Background: an optimization exercise with open tools, aiming at small area and a short achievable clock period. Do not read the settings as production practice.
Where RTL was checked, it was by simulation tests only, not by an equivalence proof against the original.
Power and IR drop assume default switching activity.

== T ==
// Design_Top
module Design_Top (
    input  wire    CLK     ,
    input  wire    RST     , 
    input  wire    RX_IN   ,
    output wire    TX_OUT 
);
Settings: LEC_CHECK=0, ABC_AREA=1, CAP_MARGIN=20, CORE_MARGIN=2, CORE_UTILIZATION=55, CTS_BUF_LIST=sky130_fd_sc_hd__clkbuf_8, CTS_CLUSTER_DIAMETER=60, CTS_CLUSTER_SIZE=20, SLEW_MARGIN=20; clock period 35.0 ns.
run.sh (not shown) runs the stock make flow with config.mk's settings and CLKGATE_MAP_FILE= SYNTH_SCRIPT=/design/flow/synth_recipe.tcl, a recipe that flattens the netlist after the stock synthesis.
T has completed all stages; timing, DRC and antenna checks passed.
Setup changes, T to R
# T
export LEC_CHECK = 0
export ABC_AREA = 1
export CAP_MARGIN = 20
export CORE_MARGIN = 2
export CORE_UTILIZATION = 55
export CTS_BUF_LIST = sky130_fd_sc_hd__clkbuf_8
export CTS_CLUSTER_DIAMETER = 60
export CTS_CLUSTER_SIZE = 20
export SLEW_MARGIN = 20
create_clock -name core_clock -period 35.0 [get_ports {CLK}]
# R
export LEC_CHECK = 0
export ABC_AREA = 1
export CAP_MARGIN = 20
export CORE_MARGIN = 2
export CORE_UTILIZATION = 55
export CTS_BUF_LIST = sky130_fd_sc_hd__clkbuf_4
export CTS_CLUSTER_DIAMETER = 40
export CTS_CLUSTER_SIZE = 10
export SLEW_MARGIN = 20
create_clock -name core_clock -period 35.0 [get_ports {CLK}]
- R: PASS, flow complete, no timing, DRC or antenna violations
- Of R and T, the run reporting the higher met1 wire length was R.
- Going from T to R, wire length per cell after detailed routing lost about 0.8%, clock tree buffer count of the final layout grew by 110%, power density normalized to cell area saw an increase, final instance area moved up, first-pass GRT wire length increased by 0.76% relative to the old numbers.
No run of this note included a check of the RTL's function; only the layout flow was run.


Another version of the RTL of Design_Top (not shown whole).
Size: ~12000 µm² of cells after synthesis.
Settings: LEC_CHECK=0, ABC_AREA=1, CAP_MARGIN=0, CORE_MARGIN=2, CORE_UTILIZATION=70, CTS_BUF_LIST=sky130_fd_sc_hd__clkbuf_16, CTS_CLUSTER_DIAMETER=80, CTS_CLUSTER_SIZE=30, SLEW_MARGIN=0; clock period 35.0 ns.
standard.sh (not shown) runs the stock make flow with config.mk's settings and CLKGATE_MAP_FILE= SYNTH_SCRIPT=/design/flow/synth_recipe.tcl, a recipe that flattens the netlist after the stock synthesis.
==> flow/flow/run.sh <==
#!/bin/bash
# The standard layout (the standard.sh) with three changes:
#  - the port buffers are sky130 buf_4 cells (buffer_ports would otherwise
#    pick the slow clkdlybuf4s50_1);
#  - synthesis leaves adders to ABC instead of extracting half/full-adder
#    cells first (ADDER_MAP_FILE empty);
#  - ABC maps the logic with flow/abc_area.script (area recovery with
#    choices and mfs2) instead of ORFS's abc_area.script. For that, ORFS's
#    scripts folder is copied here and only that file is replaced.
# Registers are mapped exactly as in the standard synthesis.
set -euo pipefail
W=$(pwd)
rm -rf "$W/orfs_scripts"
cp -r "$FLOW_HOME/scripts" "$W/orfs_scripts"
cp "$W/flow/abc_area.script" "$W/orfs_scripts/abc_area.script"
bash standard.sh "SCRIPTS_DIR=$W/orfs_scripts" \
    "BUFFER_PORTS_ARGS=-buffer_cell sky130_fd_sc_hd__buf_4" \
    "ADDER_MAP_FILE=" finish > standard.log 2>&1
==> flow/flow/abc_area.script <==
strash
dch -f
map -a -B 0.9
mfs2
strash
dch -f
map -a -B 0.9
mfs2
strash
dch -f
map -a -B 0.9
topo
stime -c
upsize -c
dnsize -c
The first run ran to the end with no violations.
Change:
--- a/flow/flow/run.sh
+++ b/flow/flow/run.sh
@@ -18 +18,2 @@
-    "ADDER_MAP_FILE=" finish > standard.log 2>&1
+    "ADDER_MAP_FILE=" \
+    "CTS_ARGS=-sink_clustering_enable -repair_clock_nets -sink_clustering_size 30 -sink_clustering_max_diameter 80 -buf_list sky130_fd_sc_hd__clkbuf_16 -dont_use_dummy_load" finish > standard.log 2>&1
==> flow/flow/abc_area.script (replaced) <==
strash
dch -f
amap
mfs2
strash
dch -f
amap
mfs2
strash
dch -f
amap
topo
Effect: Register-to-register slack degrades by 2.7 ns; wire length stays flat; total power decreases by about a fifth; synthesized area goes down by a few percent; non-clock buffer count went up by 4; setup slack gets worse by 0.0033 ns; cell count fell by a little under a tenth; utilization falls by 1.3 points; sequential power came out lower by a few percent; die area went down by a few percent.
Change:
--- a/flow/flow/run.sh
+++ b/flow/flow/run.sh
@@ -18,2 +18 @@
-    "ADDER_MAP_FILE=" \
-    "CTS_ARGS=-sink_clustering_enable -repair_clock_nets -sink_clustering_size 30 -sink_clustering_max_diameter 80 -buf_list sky130_fd_sc_hd__clkbuf_16 -dont_use_dummy_load" finish > standard.log 2>&1
+    "ADDER_MAP_FILE=" finish > standard.log 2>&1
==> flow/flow/abc_area.script (replaced) <==
strash
dch -f
map -a -B 0.9
mfs2
strash
dch -f
map -a -B 0.9
mfs2
strash
dch -f
map -a -B 0.9
topo
=> Non-clock buffer count decreases by 3. Setup slack hardly moves. Clock-buffer cell count stays the same. Core utilization increases by 0.92 points. Via count increases by a few percent. Power increases by about a fifth.
Change:
==> flow/flow/abc_area.script (replaced) <==
strash
dch -f
amap
mfs2
strash
dch -f
amap
mfs2
strash
dch -f
amap
topo
Final area is lower slightly.
Routed wire length grows slightly.
First-iteration DRC count is higher by a few percent.


## run A
Starting RTL as in the previous note.
==> flow/design.v (excerpt) <==
module Design_Top (
    input  wire    CLK     ,
    input  wire    RST     , 
    input  wire    RX_IN   ,
    output wire    TX_OUT 
);
clock: 35.0 ns
lec_check: 0
abc_area: 1
cap_margin: 0
core_margin: 2
core_utilization: 70
cts_buf_list: sky130_fd_sc_hd__clkbuf_16
cts_cluster_diameter: 80
cts_cluster_size: 30
slew_margin: 0
==> flow/flow/run.sh <==
#!/bin/bash
set -euo pipefail
W=$(pwd)
rm -rf "$W/orfs_scripts"
cp -r "$FLOW_HOME/scripts" "$W/orfs_scripts"
cp "$W/flow/abc_area.script" "$W/orfs_scripts/abc_area.script"
bash standard.sh "SCRIPTS_DIR=$W/orfs_scripts" \
    "BUFFER_PORTS_ARGS=-buffer_cell sky130_fd_sc_hd__buf_4" \
    "ADDER_MAP_FILE=" \
    "CTS_ARGS=-sink_clustering_enable -repair_clock_nets -sink_clustering_size 30 -sink_clustering_max_diameter 80 -buf_list sky130_fd_sc_hd__clkbuf_16 -dont_use_dummy_load" finish > standard.log 2>&1
==> flow/flow/abc_area.script <==
strash
&get -n
&deepsyn -T 60
&put
dch -f
amap
mfs2
strash
dch -f
amap
mfs2
strash
dch -f
amap
topo
Run A: PASS, flow complete, no timing, DRC or antenna violations
#### Input delta (run B over run A)
==> flow/flow/run.sh <==
#!/bin/bash
# The standard layout with two changes: the port buffers are sky130 buf_4
# cells (buffer_ports would otherwise pick the slow clkdlybuf4s50_1), and
# synthesis leaves adders to ABC instead of extracting half/full-adder cells
# first (ADDER_MAP_FILE empty). Registers are the standard synthesis's.
set -euo pipefail
bash standard.sh "BUFFER_PORTS_ARGS=-buffer_cell sky130_fd_sc_hd__buf_4" "ADDER_MAP_FILE=" finish > standard.log 2>&1
removed: flow/flow/abc_area.script
==> results.txt <==
Run B: PASS, flow complete, no timing, DRC or antenna violations
Largest family of logic cells by synthesized area = simple AND/OR/NAND/NOR gates: run B; largest family of logic cells by synthesized area = compound AO/OA/AOI/OAI gates: run A
Run A → run B: critical path depth closely matched the old numbers, number of cells traversed by the worst register-to-register path decreased by 19 relative to the old numbers, fmax closely matched the old numbers.
Run B reports a higher final instance area than run A does.
For run C, these inputs were changed with respect to run B:
- PLACE_DENSITY: unset -> 0.75
Notes after the runs:
- Half-perimeter wire length after placement: run B vs run C identical
- Compared with run B, in run C wire length barely changed; power saw little to no change.
- Looking at run C and run B, the sequential cell count of the final layout is a wash.
- Run C: full flow OK, the timing, design-rule and antenna checks passed
Edits applied to the flow inputs when going from run C to run D:
- clearing PLACE_DENSITY, which used to be 0.75
==> flow/flow/run.sh <==
#!/bin/bash
# The standard layout (the standard.sh) with three changes:
#  - the port buffers are sky130 buf_4 cells (buffer_ports would otherwise
#    pick the slow clkdlybuf4s50_1);
#  - synthesis leaves adders to ABC instead of extracting half/full-adder
#    cells first (ADDER_MAP_FILE empty);
#  - ABC maps the logic with flow/abc_area.script (area recovery with
#    choices and mfs2) instead of ORFS's abc_area.script. For that, ORFS's
#    scripts folder is copied here and only that file is replaced.
# Registers are mapped exactly as in the standard synthesis.
set -euo pipefail
W=$(pwd)
rm -rf "$W/orfs_scripts"
cp -r "$FLOW_HOME/scripts" "$W/orfs_scripts"
cp "$W/flow/abc_area.script" "$W/orfs_scripts/abc_area.script"
bash standard.sh "SCRIPTS_DIR=$W/orfs_scripts" \
    "BUFFER_PORTS_ARGS=-buffer_cell sky130_fd_sc_hd__buf_4" \
    "ADDER_MAP_FILE=" finish > standard.log 2>&1
==> flow/flow/abc_area.script (new file) <==
strash
&get -n
&deepsyn -T 60
&put
dch -f
amap
mfs2
strash
dch -f
amap
mfs2
strash
dch -f
amap
topo
Notes after the runs:
Run D ended up with compound AO/OA/AOI/OAI gates as its main combinational cell family by area after synthesis; run C ended up with simple AND/OR/NAND/NOR gates.
Global routing usage on met2 of run D is on par with run C.
Measured against each other, run D and run C differ in post-route minimum period, the lower figure coming from run C.
Row fraction of area in registers: run D higher / run C lower
Looking only at part of the power in registers, and setting everything else aside, the lower value of run D and run C goes to run C.
Comparing the two runs side by side, run D comes out ahead of run C on floorplan die area.
On run D: global-route usage over all layers is 1.6 points higher than what run C gave.
Clock latency at the later pin of the worst-skew pair essentially unchanged between run C and run D.
In the metrics for run D and run C, the one carrying the higher synthesized area per cell is run D.


Another version of the RTL of Design_Top (not shown whole).
Size in the first run: about 1,400 cells after synthesis, about 260 flip-flops, ~4 I/O pins, about 0.013 mm^2 of cells after synthesis.
==> flow/config.mk <==
export PLATFORM = sky130hd
export DESIGN_NAME = Design_Top
export DESIGN_NICKNAME = Design_Top
export VERILOG_FILES = /design/flow/design.v
export SDC_FILE = /design/flow/constraint.sdc
export NUM_CORES = 4
export LEC_CHECK = 0
export ABC_AREA = 1
export CAP_MARGIN = 0
export CORE_MARGIN = 2
export CORE_UTILIZATION = 55
export CTS_BUF_LIST = sky130_fd_sc_hd__clkbuf_8
export CTS_CLUSTER_DIAMETER = 60
export CTS_CLUSTER_SIZE = 20
export SLEW_MARGIN = 0
==> flow/constraint.sdc <==
create_clock -name core_clock -period 35.0 [get_ports {CLK}]
set_input_delay 7.0000 -clock core_clock [delete_from_list [all_inputs] [get_ports {CLK}]]
set_output_delay 7.0000 -clock core_clock [all_outputs]
set_load 0.01 [all_outputs]
run.sh (not shown) runs the stock make flow with config.mk's settings and CLKGATE_MAP_FILE= SYNTH_SCRIPT=/design/flow/synth_recipe.tcl, a recipe that flattens the netlist after the stock synthesis.
Stock flow here: none of the scripts above is used.
The baseline finished with timing, DRC and antenna clean.
==> next run, changes <==
==> flow/flow/run.sh (new file) <==
#!/bin/bash
# The standard layout, with the port buffers made of sky130 buf_4 cells
# (buffer_ports would otherwise pick the slow clkdlybuf4s50_1).
set -euo pipefail
bash standard.sh "BUFFER_PORTS_ARGS=-buffer_cell sky130_fd_sc_hd__buf_4" finish > standard.log 2>&1
==> flow/standard.sh (new file) <==
#!/bin/bash
# synth_recipe.tcl (not shown) runs the flow's synth.tcl, then flattens the netlist and writes it again
# the make line also repeats each setting of config.mk as NAME=value (left out here)
make -C /OpenROAD-flow-scripts/flow DESIGN_CONFIG=/design/flow/config.mk WORK_HOME=/design/flow/orfs CLKGATE_MAP_FILE= SYNTH_SCRIPT=/design/flow/synth_recipe.tcl "${@:-finish}"
Settings changed: CORE_UTILIZATION 55 to 70, CTS_BUF_LIST sky130_fd_sc_hd__clkbuf_8 to sky130_fd_sc_hd__clkbuf_16, CTS_CLUSTER_DIAMETER 60 to 80, CTS_CLUSTER_SIZE 20 to 30.
removed: flow/run.sh
What happened: The changed run produced a clean layout; clock skew went down by 14 ps; total power went down by a few percent; first-iteration DRC count went up by roughly a tenth; cell count went down by a few percent.
==> next run, changes <==
Settings changed: CORE_UTILIZATION 70 to 55.
Final area rises by 1.2%. Fmax hardly moves. Clock skew falls by 3.4 ps. Critical path depth is unchanged. Via count falls by about 2.7%. Register-to-register slack loses 50 ps.
==> next run, changes <==
==> flow/flow/run.sh (replaced) <==
#!/bin/bash
# The standard layout, with the port buffers made of sky130 buf_4 cells
# (buffer_ports would otherwise pick the slow clkdlybuf4s50_1), and timing
# repair asked to keep a larger setup margin.
set -euo pipefail
bash standard.sh "BUFFER_PORTS_ARGS=-buffer_cell sky130_fd_sc_hd__buf_4" "SETUP_SLACK_MARGIN=27.6" finish > standard.log 2>&1
What happened:
- area after synthesis stays the same
- hold slack got worse by 15 ps
- final area is about the same
- routed wire length fell slightly
- sequential power barely changes
- global-route usage fell by 0.59 points

static timing again, ports no longer ideal:
How much do the figures lean on ideal ports? The routed layouts below were timed once more, with nothing changed but the port constraints. Step 1, drivers: a clkbuf_16 drives CLK and a buf_2 each remaining input, both assumed. Step 2 times the ports against the registers' clock, not the clock port: input delays grow and output delays shrink by t, the midpoint of the rising clock arrivals with the driver on. Slacks: no drivers / after step 1 / after step 2; pairs: no drivers / after step 1.
| run | shift t [ns] | setup slack, ns | worst setup path at the end | latest minus earliest clock arrival (ns) |
|---|---|---|---|---|
| T | 0.631 | 26.352 / 26.305 / 26.770 | input to register | 0.031 / 0.032 |
| R | 0.705 | 26.299 / 26.255 / 26.755 | input to register | 0.066 / 0.066 |
| the first run of note 2 | 0.532 | 26.990 / 26.944 / 26.590 | input to register | 0.034 / 0.034 |
| the second run of note 2 | 0.510 | 26.987 / 26.945 / 27.002 | input to register | 0.047 / 0.047 |
| the third run of note 2 | 0.536 | 26.985 / 26.937 / 26.567 | input to register | 0.025 / 0.025 |
| the fourth run of note 2 | 0.526 | 26.973 / 26.931 / 27.004 | input to register | 0.022 / 0.022 |
| run A | 0.511 | 26.993 / 26.951 / 26.942 | input to register | 0.044 / 0.044 |
| run B | 0.536 | 26.999 / 26.954 / 27.155 | input to register | 0.026 / 0.026 |
| run C | 0.536 | 26.999 / 26.954 / 27.155 | input to register | 0.026 / 0.026 |
| run D | 0.522 | 26.990 / 26.944 / 26.971 | input to register | 0.028 / 0.028 |
| the first run of note 4 | 0.619 | 26.512 / 26.467 / 26.824 | input to register | 0.047 / 0.047 |
| the second run of note 4 | 0.547 | 26.987 / 26.940 / 27.251 | input to register | 0.035 / 0.036 |
| the third run of note 4 | 0.544 | 26.997 / 26.950 / 27.240 | input to register | 0.029 / 0.029 |
| the fourth run of note 4 | 0.552 | 26.997 / 26.943 / 27.223 | input to register | 0.032 / 0.032 |
After both steps setup and hold are still met in every run listed. The setup slack of the third run of note 2, which loses most, moves by -0.048 ns with the drivers and by -0.418 ns with both steps.
